This design comes from an exercise in tuning for small area on the open sky130 flow, not from production work.
RTL that was checked went through simulation tests only; none was proved equivalent to the original.
No driver is modelled on the clock port, so clock power and skew are understated where the tree is cut down; a real chip needs a root buffer or a tree.
Power is estimated from default activity; no workload was simulated.

job 3385:
## knightrider
module knightrider(
    input clk,
    input rst,
    input [1:0] mode,
    output [7:0] led
    );
Size: about 600 cells after synthesis, roughly 130 flip-flops, roughly 12 I/O pins, roughly 0.0054 mm² of cells after synthesis.
clock: 10.0 ns
lec_check: 0
cap_margin: 10
core_margin: 2
core_utilization: 85
slew_margin: 10
standard.sh (not shown) runs the stock make flow with config.mk's settings and CLKGATE_MAP_FILE= SYNTH_SCRIPT=/design/flow/synth_recipe.tcl, a recipe that flattens the netlist after the stock synthesis.
==> flow/flow/run.sh <==
#!/bin/bash
# The standard layout (standard.sh) with these changes:
#  - synthesis maps with an area-oriented abc script and no adder cells
#  - port buffers are buf_1
#  - the clock tree is rebuilt after CTS as a root inverter and seven leaf
#    inverters, one per cluster of flip-flops (flow/mytree.tcl)
set -euo pipefail
here=$(pwd)
export AREA_ABC_SCRIPT=$here/flow/area.abc
export ADDER_MAP_FILE=
export BUFFER_PORTS_ARGS="-buffer_cell sky130_fd_sc_hd__buf_1"
export CTS_ARGS="-sink_clustering_enable -repair_clock_nets -dont_use_dummy_load -buf_list sky130_fd_sc_hd__clkbuf_8"
export MYTREE_TCL=$here/flow/mytree.tcl
export POST_CTS_TCL=$here/flow/post_cts.tcl
sed "s#SYNTH_SCRIPT=[^ ]*#SYNTH_SCRIPT=$here/flow/synth.tcl#" standard.sh > flow_standard.sh
bash flow_standard.sh > flow.log 2>&1
==> flow/flow/area.abc <==
strash
&get -n
&st
&dch -f
&nf -a -R 1000 -p
&st
&syn2
&dch -f
&nf -a -R 1000 -p
&st
&dch -f
&nf -a -R 1000 -p
&put
==> flow/flow/post_cts.tcl <==
# Runs at the end of ORFS's CTS step (POST_CTS_TCL): rebuild the clock tree
# as a root inverter driving seven leaf inverters, one per cluster of
# flip-flops; the two inversions cancel.
source $::env(MYTREE_TCL)
mytree_build 7 sky130_fd_sc_hd__inv_8 sky130_fd_sc_hd__inv_6
detailed_placement
check_placement -verbose
estimate_parasitics -placement
report_clock_skew
Other scripts of this flow, unchanged in this note and not shown: flow/flow/mytree.tcl, flow/flow/synth.tcl
## Diff of input files: job 4184 against job 3385
==> flow/flow/area.abc <==
strash
&get -n
&st
&dch -f
&nf -a -R 1000
&st
&syn2
&dch -f
&nf -a -R 1000
&st
&dch -f
&nf -a -R 1000
&put
### Flow results
- The final cell count of job 4184 and that of job 3385 are within noise of each other.
- Setup slack: job 4184 less than job 3385
- There was hardly any difference in die boundary height between job 4184 and job 3385.
## Diff of input files: job 2714 against job 4184
Settings: swapping 10 for 0 in CAP_MARGIN; putting GPL_TIMING_DRIVEN at 0 where nothing was set; swapping 10 for 0 in SLEW_MARGIN.
==> comparison <==
The flow did not stop early for job 2714: all stages ran, and the layout cleared the timing, design-rule and antenna checks.
Job 2714: via count is 2.2% higher than what job 4184 reported.
Job 2714: total power about 1.3% above job 4184
Compared with job 4184, job 2714 shows a higher fraction of power spent switching nets.
Job 2714 ends up with a met3 demand-to-capacity share in global routing that is 2.1 points higher than in job 4184.
Job 2714 ended up with a lower slack of the critical path than job 4184 did.
Comparing job 4184 with job 2714, the internal power summed over all cells came out essentially unchanged.
Changes in job 8612 relative to job 2714:
Settings: swapping 0 for 10 in SLEW_MARGIN; swapping 0 for 10 in CAP_MARGIN; clearing GPL_TIMING_DRIVEN, which used to be 0.
-- flow/flow/run.sh --
<<< job 2714, line 3
#  - synthesis maps with an area-oriented abc script and no adder cells
#  - port buffers are buf_1
#  - the clock tree is rebuilt after CTS as a root inverter and seven leaf
#    inverters, one per cluster of flip-flops (flow/mytree.tcl)
set -euo pipefail
>>> job 8612, line 3
#  - synthesis maps with an area-oriented abc script and no adder cells
#  - port buffers are buf_1
#  - the clock tree is rebuilt after CTS as a root inverter and six leaf
#    inverters, one per cluster of flip-flops (flow/mytree.tcl)
set -euo pipefail
==> flow/flow/post_cts.tcl <==
# Runs at the end of ORFS's CTS step (POST_CTS_TCL): rebuild the clock tree
# as a root inverter driving six leaf inverters, one per cluster of
# flip-flops; the two inversions cancel.
source $::env(MYTREE_TCL)
mytree_build 6 sky130_fd_sc_hd__inv_8 sky130_fd_sc_hd__inv_8
detailed_placement
check_placement -verbose
estimate_parasitics -placement
report_clock_skew
--- outcome ---
Part of the total power dissipated in combinational logic, job 2714 and job 8612, lower one = job 8612. Going from job 2714 to job 8612, post-detailed-placement half-perimeter wirelength shrinks by 8.6%. Compared with job 2714, in job 8612 cell area dropped about 0.44%, wire length on met3 saw a decrease, total power fell 2.4%. Comparing the two runs side by side, job 8612 comes out behind job 2714 on hold slack. Job 8612: done, clean on timing, DRC and antenna. Diff job 2714..job 8612 | placement row count | negligible. Job 8612 vs job 2714, routed wirelength normalized by instance count went down by 4.8%.
No run of this note takes its clock network from TritonCTS; it comes from the design's own scripts or RTL.


knightrider, a different RTL version from the one above (not shown whole).
For scale: ~770 cells after synthesis, about 130 flip-flops, ~12 I/O pins, roughly 6700 sq um of cells after synthesis.
export LEC_CHECK = 0
export CAP_MARGIN = 20
export CORE_MARGIN = 2
export CORE_UTILIZATION = 60
export CTS_BUF_LIST = sky130_fd_sc_hd__clkbuf_8
export CTS_CLUSTER_DIAMETER = 200
export CTS_CLUSTER_SIZE = 60
export SLEW_MARGIN = 20
create_clock -name core_clock -period 10.0 [get_ports {clk}]
run.sh (not shown) runs the stock make flow with config.mk's settings and CLKGATE_MAP_FILE= SYNTH_SCRIPT=/design/flow/synth_recipe.tcl, a recipe that flattens the netlist after the stock synthesis.
Stock flow here: none of the scripts above is used.
Then changed:
==> flow/flow/run.sh (new file) <==
#!/bin/bash
# Standard layout, with the clock tree built without dummy loads.
export CTS_ARGS="-sink_clustering_enable -repair_clock_nets -dont_use_dummy_load -buf_list sky130_fd_sc_hd__clkbuf_4 -sink_clustering_size 30"
bash standard.sh > standard.log 2>&1
==> flow/standard.sh (new file) <==
#!/bin/bash
# synth_recipe.tcl (not shown) runs the flow's synth.tcl, then flattens the netlist and writes it again
# the make line also repeats each setting of config.mk as NAME=value (left out here)
make -C /OpenROAD-flow-scripts/flow DESIGN_CONFIG=/design/flow/config.mk WORK_HOME=/design/flow/orfs CLKGATE_MAP_FILE= SYNTH_SCRIPT=/design/flow/synth_recipe.tcl "${@:-finish}"
CTS_BUF_LIST = default   (was sky130_fd_sc_hd__clkbuf_8)
CTS_CLUSTER_DIAMETER = default   (was 200)
CTS_CLUSTER_SIZE = default   (was 60)
removed: flow/run.sh
Result: Fmax went up by 1.4%; setup slack gains 87 ps; clock power shrinks by 52%; routed wire length is lower by 1.5%; clock skew went up by 16 ps; sequential share of layout area climbs by 1.7 points.
No functional check of the RTL was part of any run of this note.


The RTL this note starts from:
==> flow/design.v <==
`timescale 1ns / 1ps
module pwm( input clk,
            input rst,
            output reg [7:0] hi
    );
    reg [8:0] lo;
    wire lz = ~|lo[7:0];
    wire carry = lo[8] & lz;                   
    wire fb = lo[8] ^ lo[4] ^ lz;
    wire h194 = hi[7] & hi[6] & hi[1] & ~hi[0];
    wire h195 = hi[7] & hi[6] & hi[1] & hi[0];
    always @(posedge clk or posedge rst)
        if (rst) begin
            lo <= 9'd0;
            hi <= 8'd0;
        end else begin
            lo <= {lo[7:0], fb} | ((carry & h194) ? 9'b110110110 : 9'b0);
            if (carry)
                hi <= (hi + 8'd1) & ~(h195 ? 8'b11000100 : 8'b0);
        end
endmodule
`timescale 1ns / 1ps
module knightrider(
    input clk,
    input rst,
    input [1:0] mode,
    output [7:0] led
    );
parameter [20:0] speed=21'd2_097_100;
parameter [14:0] delay1=15'd19_512;
parameter [14:0] delay2=15'd15_512;
parameter [20:0] KRT0 = 21'h001100;
localparam [14:0] DEL0 = 15'h7FFF - delay1;
localparam [14:0] DEL2 = delay2 + DEL0;
reg [20:0] krt_cnt;
reg [14:0] del_cnt;
reg [2:0] pos;
reg direction;
reg [63:0] data;
reg [7:0] slow;
wire kr_tick = ~|krt_cnt[19:0];
wire run = ~kr_tick & ~mode[0];
wire kt = kr_tick & ~mode[0];
wire [15:0] dc;
assign dc[0] = run;
genvar k;
generate for (k = 0; k < 15; k = k + 1) begin : dch
    assign dc[k+1] = dc[k] & del_cnt[k];
end endgenerate
wire dt = mode[1] ? dc[15] : (run & (del_cnt == DEL2));
wire [7:0] phi;
pwm pwm_0 (.clk(clk), .rst(rst), .hi(phi));
always @(posedge clk)
    if (rst | kr_tick)
        krt_cnt <= KRT0;
    else
        krt_cnt <= {krt_cnt[19:0], krt_cnt[20] ^ krt_cnt[18]};
always @(posedge clk)
    if (rst | dt)
        del_cnt <= DEL0;
    else
        del_cnt <= del_cnt ^ dc[14:0];
always @(posedge clk)
    if (rst) begin
        pos <= 3'd0;
        direction <= 1'b1;
    end else if (kt) begin
        pos <= direction ? pos + 3'd1 : pos - 3'd1;
        direction <= direction ? (pos != 3'd6) : (pos == 3'd1);
    end
genvar i;
generate for (i = 0; i < 8; i = i + 1) begin : ch
    wire [7:0] d = data[8*i +: 8];
    wire [8:0] z;
    assign z[0] = 1'b1;
    for (k = 0; k < 8; k = k + 1) begin : zc
        assign z[k+1] = z[k] & ~d[k];
    end
    wire nz = ~z[8];
    wire dec = dt & (d[7] | (nz & (slow[i] | mode[1])));
    wire set = kt & (pos == i);
    always @(posedge clk) begin
        data[8*i +: 8] <= {8{~rst}} & ({8{set}} | (d ^ ({8{dec}} & z[7:0])));
        slow[i] <= ~rst & (slow[i] ^ (dt & nz & ~d[7]));
    end
    wire [8:0] c;
    assign c[0] = 1'b0;
    for (k = 0; k < 8; k = k + 1) begin : cmp
        assign c[k+1] = (d[k] & ~phi[k]) | ((d[k] | ~phi[k]) & c[k]);
    end
    assign led[i] = c[8];
end endgenerate
endmodule
==> flow/config.mk <==
export PLATFORM = sky130hd
export DESIGN_NAME = knightrider
export DESIGN_NICKNAME = knightrider
export VERILOG_FILES = /design/flow/design.v
export SDC_FILE = /design/flow/constraint.sdc
export NUM_CORES = 4
export LEC_CHECK = 0
export CAP_MARGIN = 20
export CORE_MARGIN = 2
export CORE_UTILIZATION = 60
export SLEW_MARGIN = 20
==> flow/constraint.sdc <==
create_clock -name core_clock -period 10.0 [get_ports {clk}]
set_input_delay 2.0000 -clock core_clock [delete_from_list [all_inputs] [get_ports {clk}]]
set_output_delay 2.0000 -clock core_clock [all_outputs]
set_load 0.01 [all_outputs]
standard.sh (not shown) runs the stock make flow with config.mk's settings and CLKGATE_MAP_FILE= SYNTH_SCRIPT=/design/flow/synth_recipe.tcl, a recipe that flattens the netlist after the stock synthesis.
==> flow/flow/run.sh <==
#!/bin/bash
# The standard layout (standard.sh) with these changes:
#  - synthesis maps with an area-oriented abc script and no adder cells
#  - port buffers are buf_1
#  - the clock tree is built without dummy loads
set -euo pipefail
here=$(pwd)
export AREA_ABC_SCRIPT=$here/flow/area.abc
export ADDER_MAP_FILE=
export BUFFER_PORTS_ARGS="-buffer_cell sky130_fd_sc_hd__buf_1"
export CTS_ARGS="-sink_clustering_enable -repair_clock_nets -dont_use_dummy_load -buf_list sky130_fd_sc_hd__clkbuf_8"
sed "s#SYNTH_SCRIPT=[^ ]*#SYNTH_SCRIPT=$here/flow/synth.tcl#" standard.sh > flow_standard.sh
bash flow_standard.sh > flow.log 2>&1
==> flow/flow/area.abc <==
strash
&get -n
&st
&dch -f
&nf -a -R 1000
&st
&syn2
&dch -f
&nf -a -R 1000
&st
&dch -f
&nf -a -R 1000
&put
==> flow/flow/synth.tcl <==
# The standard flow's synthesis script (synth_recipe.tcl), with abc's mapping script
# replaced by an area-oriented one (flow/area.abc).
proc synth {args} { yosys synth -nofsm -noshare {*}$args }
proc abc {args} {
  set i [lsearch -exact $args -script]
  if { $i >= 0 } { lset args [expr { $i + 1 }] $::env(AREA_ABC_SCRIPT) }
  yosys abc {*}$args
}
source $::env(SCRIPTS_DIR)/synth.tcl
# left out here: clear keep_hierarchy, flatten, clean up, hide names made inside functions, write 1_2_yosys.v
The baseline completed with no timing, DRC or antenna violations.
Next try:
--- a/flow/flow/run.sh
+++ b/flow/flow/run.sh
@@ -9,5 +9,5 @@
 export ADDER_MAP_FILE=
 export BUFFER_PORTS_ARGS="-buffer_cell sky130_fd_sc_hd__buf_1"
-export CTS_ARGS="-sink_clustering_enable -repair_clock_nets -dont_use_dummy_load -buf_list sky130_fd_sc_hd__clkbuf_8"
+export CTS_ARGS="-sink_clustering_enable -repair_clock_nets -dont_use_dummy_load -buf_list {sky130_fd_sc_hd__clkbuf_4 sky130_fd_sc_hd__clkbuf_8} -sink_clustering_size 20"
 sed "s#SYNTH_SCRIPT=[^ ]*#SYNTH_SCRIPT=$here/flow/synth.tcl#" standard.sh > flow_standard.sh
 bash flow_standard.sh > flow.log 2>&1
Utilization is unchanged.
Clock skew does not change.
Routed wire length does not change.
Cell area is unchanged.
Via count does not change.

-- port drivers added, routing unchanged --
The flow's constraints put no driver on any port. The routed layouts listed below were extracted and timed again, unchanged, in two steps. Step 1, drivers: a clkbuf_16 drives clk and a buf_2 each remaining input, both assumed. Step 2 moves the port delays by t, midway between the first and last clock arrival at a register: inputs arrive t later, outputs are due t later. That takes back most of the time a late clock gives input paths. Three values: no drivers, after step 1, after step 2; two values: the first two.
| run | t, ns | slack for setup (ns) | worst slew at a driven data input, ns |
|---|---|---|---|
| job 3385 | 0.278 | 4.514 / 4.468 / 4.314 | 0.03 |
| job 4184 | 0.277 | 4.454 / 4.419 / 4.205 | 0.04 |
| job 2714 | 0.285 | 4.305 / 4.329 / 4.044 | 0.03 |
| job 8612 | 0.240 | 4.462 / 4.443 / 4.256 | 0.04 |
| the first run of note 2 | 0.486 | 3.528 / 3.538 / 3.052 | 0.03 |
| the second run of note 2 | 0.558 | 3.614 / 3.624 / 3.066 | 0.03 |
| the first run of note 3 | 0.443 | 4.464 / 4.433 / 4.638 | 0.03 |
| the second run of note 3 | 0.443 | 4.464 / 4.433 / 4.638 | 0.03 |
After both steps setup and hold are still met in every run listed. For the second run of note 2, which loses most, drivers alone change the setup slack by +0.010 ns; drivers and shift together by -0.548 ns.
